This is an optimization exercise on Yosys and OpenROAD, whose aim is small area, not a production implementation.
Function was checked by simulation only, so behaviour that the tests miss may differ from the original.
Power and IR drop assume default switching activity.

// filter
module filter (i_clk, i_rst_n, i_data, o_data);
	input i_clk, i_rst_n;
	input  signed [17:0] i_data;
	output reg signed [17:0] o_data;
	reg [3:0] cnt;           
	reg started;             
	reg [197:0] ring;        
	reg [9:0] lo;            
	reg [10:0] hi;            
	reg cy;                  
	reg z;                   
	wire ins = (cnt == 4'd15);
	wire keep = ~ins & started;
	wire [17:0] r10 = ring[197:180];
	wire [17:0] rd0 = ring[35:18];
	wire [17:0] rd1 = ring[107:90];
	wire [17:0] rd2 = ring[161:144];
	reg [2:0] sel_d;
	reg neg_d, sh_d;
	always @(*) begin
		sel_d = 3'd0; neg_d = 1'b0; sh_d = 1'b0;
		case (cnt + 4'd1)
			4'd15: begin sel_d[2] = 1'b1; end
			4'd0: begin sel_d[2] = 1'b1; end
			4'd1: begin sel_d[0] = 1'b1; neg_d = 1'b1; end
			4'd2: begin sel_d[2] = 1'b1; end
			4'd3: begin sel_d[0] = 1'b1; sh_d = 1'b1; end
			4'd4: begin sel_d[0] = 1'b1; end
			4'd5: begin sel_d[1] = 1'b1; neg_d = 1'b1; end
			4'd6: begin sel_d[0] = 1'b1; neg_d = 1'b1; sh_d = 1'b1; end
			4'd7: begin sel_d[2] = 1'b1; neg_d = 1'b1; sh_d = 1'b1; end
			4'd8: begin sel_d[1] = 1'b1; end
			4'd9: begin sel_d[2] = 1'b1; neg_d = 1'b1; end
			4'd10: begin sel_d[2] = 1'b1; end
			4'd11: begin sel_d[1] = 1'b1; neg_d = 1'b1; end
			4'd12: begin sel_d[2] = 1'b1; neg_d = 1'b1; end
			4'd13: begin sel_d[1] = 1'b1; sh_d = 1'b1; end
			default: ;
		endcase
	end
	reg [2:0] sel;
	reg neg, sh;
	always @(posedge i_clk) begin
  ...
Settings: LEC_CHECK=0, CAP_MARGIN=20, CORE_MARGIN=2, CORE_UTILIZATION=40, CTS_CLUSTER_DIAMETER=60, CTS_CLUSTER_SIZE=30, SLEW_MARGIN=20; clock period 6.0 ns.
run.sh (not shown) runs the stock make flow with config.mk's settings and CLKGATE_MAP_FILE= SYNTH_SCRIPT=/design/flow/synth_recipe.tcl, a recipe that flattens the netlist after the stock synthesis.
The baseline completed without violations.
Edit:
==> flow/flow/run.sh (new file) <==
#!/bin/bash
# Own layout flow: the standard flow (standard synthesis unchanged), with
#  - the smallest buffer (buf_1) on the ports instead of the default choice,
#  - clock tree sink clusters sized for this design, without dummy loads,
#  - power recovery (downsizing of cells off the critical paths) after global
#    routing.
# The make output goes to standard.log in this folder; ORFS's own per-step
# logs are under orfs/logs.
set -euo pipefail
bash standard.sh \
  "BUFFER_PORTS_ARGS=-buffer_cell sky130_fd_sc_hd__buf_1" \
  "CTS_ARGS=-sink_clustering_enable -repair_clock_nets -dont_use_dummy_load -sink_clustering_size 30 -sink_clustering_max_diameter 60" \
  "RECOVER_POWER=100" \
  finish > standard.log 2>&1
==> flow/standard.sh (new file) <==
#!/bin/bash
# synth_recipe.tcl (not shown) runs the flow's synth.tcl, then flattens the netlist and writes it again
# the make line also repeats each setting of config.mk as NAME=value (left out here)
make -C /OpenROAD-flow-scripts/flow DESIGN_CONFIG=/design/flow/config.mk WORK_HOME=/design/flow/orfs CLKGATE_MAP_FILE= SYNTH_SCRIPT=/design/flow/synth_recipe.tcl "${@:-finish}"
removed: flow/run.sh
After rerunning: Routed wire length is about the same. Synthesized cell count stays the same. Design area went down by 4.4%. Area after synthesis does not change. Non-clock buffer count went up by 2. Sequential share of layout area went up by 2.8 points. Critical path depth does not change.
Edit:
--- a/flow/flow/run.sh
+++ b/flow/flow/run.sh
@@ -4 +4 @@
-#  - clock tree sink clusters sized for this design, without dummy loads,
+#  - clock tree of clkbuf_8 with sink clusters sized for this design, without dummy loads,
@@ -12 +12 @@
-  "CTS_ARGS=-sink_clustering_enable -repair_clock_nets -dont_use_dummy_load -sink_clustering_size 30 -sink_clustering_max_diameter 60" \
+  "CTS_ARGS=-sink_clustering_enable -repair_clock_nets -dont_use_dummy_load -buf_list sky130_fd_sc_hd__clkbuf_8 -sink_clustering_size 20 -sink_clustering_max_diameter 60" \
Critical path depth is unchanged.
Global-route usage is about the same.
Worst setup slack gets worse by 0.011 ns.
Synthesized cell count does not change.
Wire length is about the same.
Power drops by a little under a tenth.

## separate check: timing with driven ports
How much do the figures lean on ideal ports? The routed layouts below were timed once more, with nothing changed but the port constraints. Step 1: set_driving_cell puts a clkbuf_16 on i_clk and a buf_2 on each other input, an assumption about the parent block. Step 2 adds t to the input delays and takes it off the output delays; t is the mean of the earliest and latest rising clock arrival at the registers after step 1. Input paths then give back, and output paths get back, about the clock's delay inside the block. a / b / c = ideal ports / drivers / drivers and shift; a / b = the first two.
| run | t (ns) | setup WS [ns] | worst data-port slew with drivers (ns) | pins driven straight from the clock port |
|---|---|---|---|---|
| the first run | 0.510 | 0.225 / 0.225 / 0.225 | 0.04 | 1 |
| the second run | 0.507 | 0.266 / 0.266 / 0.266 | 0.04 | 1 |
| the third run | 0.522 | 0.254 / 0.254 / 0.254 | 0.04 | 1 |
After both steps setup and hold are still met in every run listed.
